This is an optimization exercise on Yosys and OpenROAD, whose aim is small area, a short achievable clock period and few clock cycles, not a production implementation. Function was not checked in any run shown here: the RTL went through the layout flow alone.

<file path="design/flow/run.sh">
#!/bin/bash
# synth_recipe.tcl (not shown) runs the flow's synth.tcl, then flattens the netlist and writes it again
# the make line also repeats each setting of config.mk as NAME=value (left out here)
make -C /OpenROAD-flow-scripts/flow DESIGN_CONFIG=/design/flow/config.mk WORK_HOME=/design/flow/orfs CLKGATE_MAP_FILE= SYNTH_SCRIPT=/design/flow/synth_recipe.tcl finish
</file>
<file path="design/flow/config.mk">
export PLATFORM = sky130hd
export DESIGN_NAME = xtea
export DESIGN_NICKNAME = xtea
export VERILOG_FILES = /design/flow/design.v
export SDC_FILE = /design/flow/constraint.sdc
export NUM_CORES = 4
export LEC_CHECK = 0
export CAP_MARGIN = 20
export CORE_MARGIN = 2
export CORE_UTILIZATION = 40
export SETUP_SLACK_MARGIN = 1.5
export SLEW_MARGIN = 20
</file>
<file path="design/flow/constraint.sdc">
create_clock -name core_clock -period 7.5 [get_ports {clk}]
set_input_delay 1.5000 -clock core_clock [delete_from_list [all_inputs] [get_ports {clk}]]
set_output_delay 1.5000 -clock core_clock [all_outputs]
set_load 0.01 [all_outputs]
</file>
<file path="design/flow/design.v">
`default_nettype none
module xtea_core(
                 input wire           clk,
                 input wire           reset_n,
                 input wire           encdec,    
                 input wire           start,     
                 input wire           mode_we,   
                 input wire           mode_new,  
                 output wire          busy,
                 output wire          ready,
                 input wire [127 : 0] key,       
                 input wire [31 : 0]  blk_self,  
                 input wire [31 : 0]  blk_other,
                 output wire          swap,      
                 output wire [63 : 0] result     
                );
  localparam [31 : 0] DELTA        = 32'h9e3779b9;
  localparam [31 : 0] DEC_INIT     = 32'hc6ef3720;  
  localparam [1 : 0]  DEC_INIT_SEL = 2'd2;          
  logic          busy_reg;
  logic [5 : 0]  hr_reg;         
  logic [31 : 0] sum_reg;        
  logic [1 : 0]  sel_reg;        
  logic          swap_reg;       
  logic [31 : 0] a_reg;          
  logic [31 : 0] b_reg;          
  logic          last;
  logic          step;
  logic [31 : 0] sum_next;
  logic [1 : 0]  sel_next;
  logic [31 : 0] self_w;
  logic [31 : 0] other_w;
  logic [31 : 0] keyw;
  logic [31 : 0] rk;
  logic [31 : 0] f;
  logic [32 : 0] new33;
  assign busy   = busy_reg;
  assign last   = (hr_reg == 6'h3f);
  assign ready  = !busy_reg || last;
  assign swap   = swap_reg;
  assign result = {a_reg, b_reg};
  assign step = busy_reg || start;
  assign self_w  = busy_reg ? a_reg : blk_self;
  assign other_w = busy_reg ? b_reg : blk_other;
  always_comb
    begin
      case (sel_reg)
        2'd0: keyw = key[127 : 96];
        2'd1: keyw = key[95 : 64];
        2'd2: keyw = key[63 : 32];
        default: keyw = key[31 : 0];
      endcase
    end
  assign rk    = (sum_reg + keyw) ^ {32{!encdec}};
  assign f     = ({other_w[27 : 0], 4'h0} ^ {5'h0, other_w[31 : 5]}) + other_w;
  assign new33 = {self_w, 1'b1} + {f ^ rk, !encdec};
  assign sum_next = encdec ? sum_reg + DELTA : sum_reg - DELTA;
  always_comb
    begin
      if (!hr_reg[0])
        sel_next = encdec ? sum_next[12 : 11] : sum_next[1 : 0];
      else
        sel_next = encdec ? sum_reg[1 : 0] : sum_reg[12 : 11];
    end
  always_ff @ (posedge clk or negedge reset_n)
    begin : ctrl_update
      if (!reset_n)
        begin
          busy_reg <= 1'b0;
          hr_reg   <= 6'h0;
        end
      else
        begin
          if (step)
            hr_reg <= hr_reg + 6'h1;
          if (start)
            busy_reg <= 1'b1;
          else if (last)
            busy_reg <= 1'b0;
        end
    end
  always_ff @ (posedge clk)
    begin : dp_update
      if (step)
        begin
          a_reg <= other_w;
          b_reg <= new33[32 : 1];
        end
      if (start)
        swap_reg <= !encdec;
      if (mode_we)
        begin
          sum_reg <= mode_new ? 32'h0 : DEC_INIT;
          sel_reg <= mode_new ? 2'd0 : DEC_INIT_SEL;
        end
      else if (last)
        begin
          sum_reg <= encdec ? 32'h0 : DEC_INIT;
          sel_reg <= encdec ? 2'd0 : DEC_INIT_SEL;
        end
      else if (step)
        begin
          if (!hr_reg[0])
            sum_reg <= sum_next;
          sel_reg <= sel_next;
        end
    end
endmodule  
`default_nettype none
module xtea(
            input wire               clk,
            input wire               reset_n,
            input wire               cs,
            input wire               we,
            input wire      [7 : 0]  address,
            input wire      [31 : 0] write_data,
            output wire     [31 : 0] read_data
           );
  localparam ADDR_CTRL    = 8'h08;
  localparam ADDR_CONFIG  = 8'h0a;
  localparam ADDR_ROUNDS  = 8'h0c;
  localparam ADDR_KEY0    = 8'h10;
  localparam ADDR_BLOCK0  = 8'h20;
  localparam ADDR_BLOCK1  = 8'h21;
  localparam CORE_NAME0   = 32'h78746561;  
  localparam CORE_NAME1   = 32'h2d313238;  
  localparam CORE_VERSION = 32'h302e3630;  
  logic [31 : 0] key_reg [0 : 3];
  logic [31 : 0] blk_self_reg;   
  logic [31 : 0] blk_other_reg;  
  logic          encdec_reg;
  logic          wr;
  logic          start;
  logic          mode_we;
  logic          mode_swap;
  logic          self_we;
  logic          other_we;
  logic          busy;
  logic          ready;
  logic          swap;
  logic          rd_b;
  logic [63 : 0] result;
  logic [31 : 0] const_data;
  assign wr        = cs && we && !busy;
  assign start     = wr && (address == ADDR_CTRL) && write_data[1];
  assign mode_we   = wr && ((address == ADDR_CONFIG) || (address == ADDR_ROUNDS));
  assign mode_swap = mode_we && (write_data[0] != encdec_reg);
  assign self_we   = wr && (address == (encdec_reg ? ADDR_BLOCK0 : ADDR_BLOCK1));
  assign other_we  = wr && (address == (encdec_reg ? ADDR_BLOCK1 : ADDR_BLOCK0));
  xtea_core core(
                 .clk(clk),
                 .reset_n(reset_n),
                 .encdec(encdec_reg),
                 .start(start),
                 .mode_we(mode_we),
                 .mode_new(write_data[0]),
                 .busy(busy),
                 .ready(ready),
                 .key({key_reg[0], key_reg[1], key_reg[2], key_reg[3]}),
                 .blk_self(blk_self_reg),
                 .blk_other(blk_other_reg),
                 .swap(swap),
                 .result(result)
                );
  always_ff @ (posedge clk or negedge reset_n)
    begin : mode_update
      if (!reset_n)
        encdec_reg <= 1'b0;
      else if (mode_we)
        encdec_reg <= write_data[0];
    end
  always_ff @ (posedge clk)
    begin : reg_update
      if (wr && (address[7 : 2] == ADDR_KEY0[7 : 2]))
        key_reg[address[1 : 0]] <= write_data;
      if (self_we)
        blk_self_reg <= write_data;
      else if (mode_swap)
        blk_self_reg <= blk_other_reg;
      if (other_we)
        blk_other_reg <= write_data;
      else if (mode_swap)
        blk_other_reg <= blk_self_reg;
    end
  always_comb
    begin : const_mux
      if (address[3])
        const_data = {31'h0, ready};
      else if (address[1])
        const_data = CORE_VERSION;
      else if (address[0])
        const_data = CORE_NAME1;
      else
        const_data = CORE_NAME0;
    end
  assign rd_b      = address[0] ^ swap;
  assign read_data = address[5] ? (rd_b ? result[31 : 0] : result[63 : 32]) :
                     const_data;
endmodule  
</file>
==> metrics.md, run 1 <==
| Metric | Value |
|---|---|
| Run status | `timing/DRC/antenna clean` |
| Worst Clk Skew | `0.0241 ns` |
| Crit path max-delay family | `buffers and inverters` |
| Worst R2R Setup Slack | `1.79 ns` |
| Worst hold path endpoint | `core.hr_reg[5]$_DFFE_PN0P_` |
| Area of the core | `0.0475 mm^2` |
| Design area | `0.0222 mm^2` |
| Final wirelength | `52,100 um` |
| Root Buffer | `clkbuf_16` |
| Final Hold Fails | `0` |
| # rows | `80` |
| Worst Path Buf+Inv | `3` |
| CTS tree | `done` |
| First-pass GRT wire length | `78,800 um` |
| Total negative slack | `0 ns` |
| WL/cell | `22.1 um` |
| Post-DP HPWL | `38,500 um` |
| Clock Latency Late Sink | `0.54 ns` |
| CP Cell Sequence | `clkdlybuf4s50_1, inv_1, o21ai_0, clkdlybuf4s50_1` |
| Total DRC errors in the routed layout | `0` |
| Max reg flops | `128` |
| Clk pin slew, worst setup/hold paths | `0.06 ns` |
| Area grow syn2layout | `15.5%` |
| F_max | `169 MHz` |
| # setup viols final | `0` |
| TritonCTS buffer count | `37` |
| Routability cong. | `0.883` |
| Post-synthesis cell type count | `68` |
| DR vias/cell | `5.67` |
| Post-Syn Area | `0.0192 mm^2` |
| Die W | `223 um` |
| Seq cells post-synth | `299` |
| GR Overflow Total | `0` |
| CP Launch Type | `input pin` |
| Die area | `0.0498 mm^2` |
| Nets@finish | `1,904` |
| Layout cell share with drive strength beyond 1 | `15.5%` |
| RSZ-0062 raised after global routing | `no` |
| Worst path most repeated cell | `clkdlybuf4s50_1` |
| Cells after Synth | `1,630` |
| Worst r2r src | `core.busy_reg$_DFFE_PN0P_` |
| DRT Pass-1 Iters | `5` |
| Vias in the first global route | `13,423` |
| Slowest-stage cell, CP | `clkdlybuf4s50_1` |
| Fin. max-slew vios | `0` |
| FFs w/ async S/R, synth | `2.68%` |
| Syn avg cell area | `11.8 um^2` |
| Synth Flop Type | `edfxtp_1` |
| Max Cap Viol | `0` |
| Largest net degree at the start of global routing | `65` |
| Post-DP Area | `0.0208 mm^2` |
| EDFF count, synth | `291` |
| Routed Antenna Nets | `0` |
| H-tree levels | `2` |
| DR iter-0 viols | `1,072` |
| Vias | `13,414` |
| Initial Utilization | `40.4%` |
| I/O pins | `76` |
| Chip height | `223 um` |
| Final period utilization | `79.1%` |
| Hold buffers post-CTS | `0` |
| Mapped Nets | `1,811` |
| Crit end category | `primary output` |
| Slew of the pin with the lowest slew margin | `1.06 ns` |
| Largest stage delay, worst path | `1.06 ns` |
| Final Core Density | `46.7%` |
| Crit path time final | `5.93 ns` |
| Critical Path RT | `6.00 ns` |
| Synth warn | `2` |
| GRT Resource Usage Total | `20.7%` |
| Clock net sink count | `299` |
| Hold Startpoint | `core.hr_reg[5]$_DFFE_PN0P_` |
| N_diodes | `0` |
| Share of the yosys chip area belonging to registers | `46.5%` |
| Terminus of the critical flop-to-flop path | `core.b_reg[30]$_DFFE_PP_` |
| Hold WC Path Type | `register to register` |
| Reg2reg path depth | `20` |
| Critical Path AT | `4.43 ns` |
| Hold path depth | `1` |
| Largest buffer count on any clock path | `3` |
| Initial antenna violation count | `1` |
| Slew margin rel. | `29.2%` |
| CP Max Fanout | `24` |
| Port bufs | `75` |
| Crit path kind | `input pin to primary output` |
==> logic make-up (layout without fill, tap and decap cells) <==
kind of cell | Yosys count | after routing | share of synthesized area [%]
compound gates | 390 | 390 | 12.9
xor+xnor | 211 | 211 | 9.83
fa+ha+maj | 137 | 137 | 9.07
buf+inv | 109 | 228 | 2.14
flops | 299 | 299 | 46.5
mux | 178 | 178 | 12.1
simple gates | 306 | 306 | 7.46
==> synthesized netlist by cell type (5+ instances only) <==
master,count,area [um^2]
a21oi_1,124,621
inv_1,59,221
and4_1,6,52.6
and2_1,11,68.8
a31oi_1,24,150
xor2_1,57,499
ha_1,133,1660
dfrtp_1,8,200
buf_1,17,63.8
nand3_1,23,115
nor2b_1,15,93.8
mux2_2,108,1220
nor3_1,15,75.1
mux4_2,32,721
o21bai_1,21,158
o21a_1,16,120
nand2_1,109,409
and3_1,10,62.6
nor2_1,77,289
o21ai_0,78,390
clkbuf_1,31,116
o31ai_1,5,37.5
o211ai_1,13,97.6
a211oi_1,5,37.5
nand4_1,12,75.1
xnor2_1,151,1320
nand2b_1,13,81.3
mux2i_1,38,380
a21o_1,49,368
edfxtp_1,291,8740
==> area by class of cell <==
class                   count  area [um^2]
flip-flops and latches    299         8940
repair buffers            103          978
well taps                 615          769
inverters                  60          225
fillers                  4270        25300
multi-input cells        1222        10100
clock buffers              43          991
clock inverters            22          249
==> routing by layer <==
metal / vias to the layer above / global-route usage (%) / share of wire [%]
li1: 6338 / - / -
met1: 6555 / 29.7 / 46
met2: 429 / 33.1 / 46
met3: 92 / 2.32 / 5.5
met4: 0 / 6.15 / 2.6
met5: - / 0 / 0
==> worst register-to-register path: stages (launching register included) <==
cell	delay [ns]
dfrtp_4	0.60
buf_4	0.26
mux2_2	0.43
ha_1	0.42
nand3_1	0.14
o2111ai_1	0.32
a311oi_1	0.16
o21bai_1	0.26
nand4_1	0.14
o2bb2ai_1	0.21
xnor2_1	0.35
ha_1	0.36
and2_1	0.18
a311o_1	0.34
a211oi_2	0.26
a21o_1	0.20
a21oi_1	0.11
a21oi_2	0.23
o21ai_1	0.13
or4_1	0.41
nand3_1	0.08
==> per-stage QoR <==
| stage | cells | worst slack (ns) | hold WS (ns) |
|---|---|---|---|
| 6_report | 2364 | 1.57 | 0.476 |
| 5_1_grt | 2364 | 1.50 | 0.494 |
| 4_1_cts | 2358 | 1.49 | 0.483 |
| 3_5_place_dp | 2290 | 1.20 | 0.472 |
| 3_3_place_gp | 2290 | 1.30 | 0.456 |
| 2_1_floorplan | 1630 | 1.61 | 0.438 |
==> how the worst max path moves through the flow <==
stage	from	end	slack, ns	cells past startpoint
finish	address[5]	read_data[14]	1.57	4
global route	core.busy_reg$_DFFE_PN0P_	core.b_reg[30]$_DFFE_PP_	1.50	23
CTS	core.sel_reg[1]$_DFFE_PP_	core.b_reg[29]$_DFFE_PP_	1.49	21
detailed placement	core.sel_reg[0]$_SDFFCE_PP0P_	core.b_reg[29]$_DFFE_PP_	1.20	21
global placement	core.sel_reg[0]$_SDFFCE_PP0P_	core.b_reg[29]$_DFFE_PP_	1.30	21
floorplan	core.sel_reg[0]$_SDFFCE_PP0P_	core.b_reg[30]$_DFFE_PP_	1.61	23
==> placed cells by master (no fill, tap or decap), drive strengths merged, types with 4 or more instances in the layout <==
cell           Yosys  routed
fa                 4       4
buf               18      27
dfrtp              8       8
inv               59      60
mux2             108     108
and3              10      10
nor2              77      77
a211oi             7       7
nor3              15      15
a31oi             24      24
a21oi            127     127
o311ai             4       4
edfxtp           291     291
nand3             23      23
and4               6       6
nor2b             15      15
a211o              4       4
a221oi             5       5
o21a              16      16
o211ai            13      13
xor2              57      57
clkinv             1      14
o31ai              6       6
o21bai            21      21
and2              11      11
a311oi             4       4
xnor2            151     151
clkbuf            31      44
ha               133     133
bufinv             0       5
mux4              32      32
o21ai             83      83
clkdlybuf4s50      0      75
a21o              49      49
nand4             12      12
nand2            109     109
or3                4       4
nand2b            13      13
mux2i             38      38
==> what timing repair did <==
action	in CTS	in global routing
gates resized for setup	4	21
cloned	0	0
endpoints found under the setup margin	9	11
pin swaps	0	8
setup buffers	3	6
==> run 2: changes to the inputs <==
--- a/design/flow/config.mk
+++ b/design/flow/config.mk
@@ -8,5 +8,4 @@
 export CAP_MARGIN = 20
 export CORE_MARGIN = 2
 export CORE_UTILIZATION = 40
-export SETUP_SLACK_MARGIN = 1.5
 export SLEW_MARGIN = 20
==> run 2 against run 1 <==
Effect of this change:
- still clean on timing, DRC and antenna
- count of clock-buffer cells in the layout is the same
- core utilization shrank 0.41 points
- non-clock buffer count shrank 9
- register-to-register slack lost 0.65 ns
- clock skew shrank 0.0020 ns
- first-iteration DRC count shrank 6.0%
- setup slack lost 0.43 ns
- wire length shrank 0.47%
- sequential share of layout area grew 0.34 points
- critical path type is now register to register
- largest cell class unchanged
==> metrics.md, run 2 <==
| Metric | Value |
|---|---|
| Worst Clk Skew | `0.0221 ns` |
| Crit path kind | `register to register` |
| FILL cells | `4,284` |
| WP depth | `21` |
| Syn avg cell area | `11.8 um^2` |
| Die area | `0.0498 mm^2` |
| # setup viols final | `0` |
| Commonest non-fill, non-tap cell in the layout | `edfxtp_1` |
| Slew of the pin with the lowest slew margin | `1.07 ns` |
| Critical Path RT | `7.77 ns` |
| Area of the core | `0.0475 mm^2` |
| First-pass GRT wire length | `78,800 um` |
| Share of the yosys chip area belonging to registers | `46.5%` |
| I/O pins | `76` |
| Seq cells post-synth | `299` |
| Vias | `13,313` |
| Chip height | `223 um` |
| Port bufs | `75` |
| Crit path time final | `6.36 ns` |
| Synth area leaders | `edfxtp_1 45%, ha_1 8.7%, xnor2_1 6.9%` |
| Final period utilization | `84.8%` |
| Total DRC errors in the routed layout | `0` |
| CTS tree | `done` |
| Initial Utilization | `40.4%` |
| DR iter-0 viols | `1,008` |
| Nets@finish | `1,895` |
| DR vias/cell | `5.65` |
| Slew margin rel. | `28.5%` |
| Post-Syn Area | `0.0192 mm^2` |
| Largest buffer count on any clock path | `3` |
| # rows | `80` |
| Area grow syn2layout | `14.5%` |
| Root Buffer | `clkbuf_16` |
| Worst path most repeated cell | `a21o_1` |
| Hold buffers post-CTS | `0` |
| Largest family of logic cells by synthesized area | `compound AO/OA/AOI/OAI gates` |
| H-tree levels | `2` |
| Crit path max-delay family | `compound AO/OA/AOI/OAI gates` |
| Final Hold Fails | `0` |
| Total negative slack | `0 ns` |
| Largest net degree at the start of global routing | `65` |
| RSZ-0062 raised after global routing | `no` |
| Max reg flops | `128` |
| Post-CTS Setup Repair Bufs | `0` |
| Fin. max-slew vios | `0` |
| Hold WC Path Type | `register to register` |
| Post-synthesis mux area share | `12.1%` |
| CP Cell Sequence | `mux4_2, ha_1, fa_1, a21o_1, a221oi_1, a21oi_1, a31oi_1, o21ai_0, a21o_1, a21oi_1, o21bai_1, a21o_1, xnor2_1, ha_1, nand3_1, o211ai_1, nor4_1, nor3b_2, a41oi_1, o311ai_1, xor2_1` |
| Worst Path Buf+Inv | `0` |
| Critical Path AT | `6.63 ns` |
| Max Cap Viol | `0` |
| Synthesized-area fraction occupied by and/or/nand/nor cells | `7.46%` |
| Post-synthesis cell type count | `68` |
| Synth Flop Type | `edfxtp_1` |
| Slowest-stage cell, CP | `edfxtp_1` |
| Initial antenna violation count | `1` |
| WL/cell | `22.0 um` |
| Final wirelength | `51,900 um` |
| Post_cts resized | `0` |
| Top-count cell post-synth | `edfxtp_1` |
| FFs w/ async S/R, synth | `2.68%` |
| Largest stage delay, worst path | `0.75 ns` |
| Yosys top cell area share | `45.5%` |
| Synth warn | `2` |
| Die W | `223 um` |
| Crit end category | `register` |
| Run status | `timing/DRC/antenna clean` |
| CP Max Fanout | `10` |
| N_diodes | `0` |
| Hold path depth | `1` |
| Commonest non-fill, non-tap cells in the layout | `291 x edfxtp_1, 150 x xnor2_1, 133 x ha_1` |
| Routability cong. | `0.883` |
| DRT Pass-1 Iters | `5` |
| CP Launch Type | `register` |
| Post-Synth Adder-Cell Area | `9.07%` |
| Mapped Nets | `1,811` |
| GR Overflow Total | `0` |
| Clk pin slew, worst setup/hold paths | `0.06 ns` |
| Compound-Gate Fraction of Synth Area | `12.9%` |
| Post-DP HPWL | `38,500 um` |
| Synth area leader | `edfxtp_1` |
| Clock Latency Late Sink | `0.54 ns` |
| Routed Antenna Nets | `0` |
| Cells after Synth | `1,630` |
| Commonest cells in the netlist | `291 x edfxtp_1, 151 x xnor2_1, 133 x ha_1` |
| EDFF count, synth | `291` |
| Reg2reg path depth | `21` |
| Final Core Density | `46.3%` |
| Vias in the first global route | `13,416` |
| GRT Resource Usage Total | `20.7%` |
| TritonCTS buffer count | `37` |
| F_max | `157 MHz` |
| Post-Synth XOR/XNOR Area | `9.83%` |
| Layout cell share with drive strength beyond 1 | `14.1%` |
| Clock net sink count | `299` |
## run 2: changes by cell type in the layout (fill, tap and decap cells not counted), moves of 2 or more
cell     before  now
xnor2_1     148  150
xnor2_2       3    1
o21ai_0      73   75
mux2i_2       6    0
a21oi_2       6    3
mux2i_1      31   38
a21oi_1     121  124
o21ai_1       6    4
buf_4        25   19
## run 2: layer usage
metal / wire (um) / GRT usage [%] / part of all wire [%] / up-vias
met5: 0 / 0 / 0 / -
met4: 1340 / 6.26 / 2.6 / 0
met3: 2750 / 2.36 / 5.3 / 81
met2: 23600 / 33.1 / 46 / 401
met1: 24100 / 29.7 / 47 / 6519
li1: - / - / - / 6312
## run 2: path summary, 6_finish.rpt
path | start | end | slack [ns]
worst max-delay path | core.sel_reg[0]$_SDFFCE_PP0P_ | core.b_reg[29]$_DFFE_PP_ | 1.14
worst min-delay path | core.hr_reg[5]$_DFFE_PN0P_ | core.hr_reg[5]$_DFFE_PN0P_ | 0.48
worst max register to register | core.sel_reg[0]$_SDFFCE_PP0P_ | core.b_reg[29]$_DFFE_PP_ | 1.14
worst min register to register | core.hr_reg[5]$_DFFE_PN0P_ | core.hr_reg[5]$_DFFE_PN0P_ | 0.48
max in group asynchronous | reset_n | encdec_reg$_DFFE_PN0P_ | 5.87
min in group asynchronous | reset_n | core.busy_reg$_DFFE_PN0P_ | 1.29
## run 2: final cells by class
type,count,area (um^2),share of cell area [%]
clock buffers,43,991,4.50
clock inverters,22,249,1.13
inverters,60,225,1.02
multi-input cells,1222,9950,45.2
flip-flops and latches,299,8940,40.6
well taps,615,769,3.50
repair buffers,94,893,4.06
## run 2: logic make-up after synthesis
group,after synthesis
compound gates,390
flops,299
fa+ha+maj,137
buf+inv,109
mux,178
xor+xnor,211
simple gates,306
## run 2: metrics by stage
step                cell area [um^2]  worst slack, ns  cells  hold slack, ns
floorplan                      19200             1.61   1630           0.438
CTS                            22000             1.16   2355           0.483
finish                         22000             1.14   2355           0.476
global route                   22000            0.544   2355           0.494
detailed placement             20800             1.20   2290           0.472
global placement               20800             1.30   2290           0.456
==> run 3: changes to the inputs <==
--- a/design/flow/config.mk
+++ b/design/flow/config.mk
@@ -8,4 +8,5 @@
 export CAP_MARGIN = 20
 export CORE_MARGIN = 2
 export CORE_UTILIZATION = 40
+export SETUP_SLACK_MARGIN = 3.0
 export SLEW_MARGIN = 20
==> run 3 against run 2 <==
Effect of this change:
- sequential cell count unchanged
- first-iteration DRC count up 0.99%
- still clean on timing, DRC and antenna
- largest cell class unchanged
- synthesized cell count is the same
- cell count increased by 3.4%
- register-to-register slack improved by 1.0 ns
- worst hold slack got worse by 0.0012 ns
- via count increased by 5.0%
- critical endpoint is now core.b_reg[24]$_DFFE_PP_
==> metrics.md, run 3 <==
| Metric | Value |
|---|---|
| Run status | `timing/DRC/antenna clean` |
| Reg2reg path depth | `23` |
| Slew margin rel. | `46.9%` |
| Post-DP HPWL | `39,400 um` |
| Post-synthesis cell type count | `68` |
| Seq cells post-synth | `299` |
| Final Hold Fails | `0` |
| DRT Pass-1 Iters | `5` |
| F_max | `187 MHz` |
| Largest buffer count on any clock path | `3` |
| Crit path time final | `5.34 ns` |
| Share of the yosys chip area belonging to registers | `46.5%` |
| Initial Utilization | `40.4%` |
| Area of the core | `0.0475 mm^2` |
| CP Launch Type | `register` |
| Root Buffer | `clkbuf_16` |
| Die area | `0.0498 mm^2` |
| Worst r2r src | `core.sel_reg[0]$_SDFFCE_PP0P_` |
| Chip height | `223 um` |
| Vias | `13,978` |
| Max Cap Viol | `0` |
| Hold buffers post-CTS | `0` |
| Critical Path RT | `7.78 ns` |
| Syn avg cell area | `11.8 um^2` |
| CTS tree | `done` |
| Critical Path AT | `5.61 ns` |
| # rows | `80` |
| Fin. max-slew vios | `0` |
| # setup viols final | `0` |
| CP Max Fanout | `6` |
| Initial antenna violation count | `1` |
| Clk pin slew, worst setup/hold paths | `0.06 ns` |
| Mapped Nets | `1,811` |
| Top-count cell post-synth | `edfxtp_1` |
| Area grow syn2layout | `24.5%` |
| GRT Resource Usage Total | `22.1%` |
| Routability cong. | `0.918` |
| Commonest non-fill, non-tap cell in the layout | `edfxtp_1` |
| Crit end category | `register` |
| Worst hold path endpoint | `core.hr_reg[5]$_DFFE_PN0P_` |
| EDFF count, synth | `291` |
| First-pass GRT wire length | `83,600 um` |
| Crit path from | `core.sel_reg[0]$_SDFFCE_PP0P_` |
| Vias in the first global route | `13,928` |
| Nets@finish | `1,975` |
| Worst R2R Setup Slack | `2.16 ns` |
| I/O pins | `76` |
| Synth area leader | `edfxtp_1` |
| DR iter-0 viols | `1,018` |
| Crit path max-delay family | `compound AO/OA/AOI/OAI gates` |
| FILL cells | `4,087` |
| Commonest cells in the netlist | `291 x edfxtp_1, 151 x xnor2_1, 133 x ha_1` |
| Max reg flops | `128` |
| Synth Flop Type | `edfxtp_1` |
| RSZ-0062 raised after global routing | `yes` |
| CP Cell Sequence | `buf_6, mux4_2, ha_4, fa_2, a21o_1, a221oi_4, a21oi_2, a31oi_1, o21ai_1, buf_4, xnor2_2, xnor2_2, ha_1, and2_4, nand4_1, nor4bb_2, a211oi_2, a21o_1, a21oi_2, buf_4, o21a_1, o31ai_2, xnor2_1` |
| Final wirelength | `56,500 um` |
| Largest net degree at the start of global routing | `52` |
| Hold path depth | `1` |
| Clock net sink count | `299` |
| Synth area leaders | `edfxtp_1 45%, ha_1 8.7%, xnor2_1 6.9%` |
| H-tree levels | `2` |
| Worst Clk Skew | `0.0180 ns` |
| Cells after Synth | `1,630` |
| Clock Latency Late Sink | `0.54 ns` |
| FFs w/ async S/R, synth | `2.68%` |
| Total DRC errors in the routed layout | `0` |
| Post-Syn Area | `0.0192 mm^2` |
| Slowest-stage cell, CP | `mux4_2` |
| Port bufs | `75` |
| Slew of the pin with the lowest slew margin | `0.797 ns` |
| WL/cell | `23.2 um` |
| Layout cell share with drive strength beyond 1 | `27.0%` |
| TritonCTS buffer count | `36` |
| Terminus of the critical flop-to-flop path | `core.b_reg[24]$_DFFE_PP_` |
| Hold WC Path Type | `register to register` |
| Commonest non-fill, non-tap cells in the layout | `291 x edfxtp_1, 122 x xnor2_1, 106 x nand2_1, 106 x mux2_2, 101 x a21oi_1` |
| Hold Startpoint | `core.hr_reg[5]$_DFFE_PN0P_` |
| GR Overflow Total | `0` |
| DR vias/cell | `5.74` |
| Yosys top cell area share | `45.5%` |
| Final period utilization | `71.1%` |
| Crit path kind | `register to register` |
| Routed Antenna Nets | `0` |
| Sequential cell area | `0.00894 mm^2` |
| Worst Path Buf+Inv | `3` |
| Largest stage delay, worst path | `0.53 ns` |
| Total negative slack | `0 ns` |
| Multi-input gate area | `0.0112 mm^2` |
| Synth warn | `2` |
| Die W | `223 um` |
[run 3: cell counts after synthesis]
Identical to the previous run, type by type.
[run 3: repair_timing]
action / CTS / global route
endpoints found under the setup margin: 56 / 54
cloned: 1 / 0
gates resized for setup: 144 / 139
pin swaps: 64 / 83
buffers inserted: 50 / 26
[run 3: per-layer routing]
metal	GRT usage [%]	vias up	part of all wire, %	wire length, um
li1	-	6489	-	-
met1	31.5	6942	46	25900
met2	34.2	440	45	25200
met3	3.94	105	6.2	3530
met4	7.27	2	3.3	1870
met5	0	-	0.023	13
[run 3: how the worst max path moves through the flow]
stage | cells past startpoint | endpoint
finish | 23 | core.b_reg[24]$_DFFE_PP_
CTS | 22 | core.b_reg[30]$_DFFE_PP_
global route | 25 | core.b_reg[28]$_DFFE_PP_
global placement | 19 | core.b_reg[29]$_DFFE_PP_
detailed placement | 19 | core.b_reg[29]$_DFFE_PP_
floorplan | 5 | blk_other_reg[0]$_DFFE_PP_
[run 3: cells by family after synthesis]
family	share of synthesized area, %
simple gates	7.46
fa+ha+maj	9.07
xor+xnor	9.83
flops	46.5
compound gates	12.9
buf+inv	2.14
mux	12.1
[run 3: layout make-up]
cell class / count / share of cell area (%)
diodes: 1 / 0.0105
well taps: 615 / 3.22
inverters: 60 / 0.967
repair buffers: 175 / 6.82
clock inverters: 22 / 0.931
clock buffers: 41 / 3.93
multi-input cells: 1222 / 46.7
flip-flops and latches: 299 / 37.4
[run 3: metrics by stage]
stage	std cells	instance area, um^2	hold WS (ns)	worst slack, ns	util [%]
after global routing	2434	23900	0.508	1.99	50.3
after global placement	2293	20900	0.459	1.37	43.9
final	2435	23900	0.475	2.16	50.3
after floorplan	1630	19400	0.438	2.32	-
after CTS	2407	22900	0.481	2.17	48.2
after detailed placement	2293	20900	0.470	1.36	43.9

re-timing with driven ports:
The results above use ideal ports. As a check the final layouts listed here were re-extracted and re-timed, cells and wires unchanged.
Step 1, drivers: a clkbuf_16 drives clk and a buf_2 each remaining input, both assumed.
Step 2 times the ports against the registers' clock, not the clock port: input delays grow and output delays shrink by t, the midpoint of the rising clock arrivals with the driver on.
Slacks: no drivers / after step 1 / after step 2; pairs: no drivers / after step 1.
| run | t, ns | setup WS [ns] | hold WS [ns] | worst setup path at the end |
|---|---|---|---|---|
| run 1 | 0.575 | 1.569 / 1.548 / 1.548 | 0.476 / 0.476 / 0.476 | input to output |
| run 2 | 0.577 | 1.143 / 1.143 / 1.143 | 0.476 / 0.476 / 0.476 | register to register |
| run 3 | 0.584 | 2.165 / 2.165 / 2.165 | 0.475 / 0.475 / 0.475 | register to register |
After both steps setup and hold are still met in every run listed. The setup slack of run 1, which loses most, moves by -0.021 ns with the drivers and by -0.021 ns with both steps.
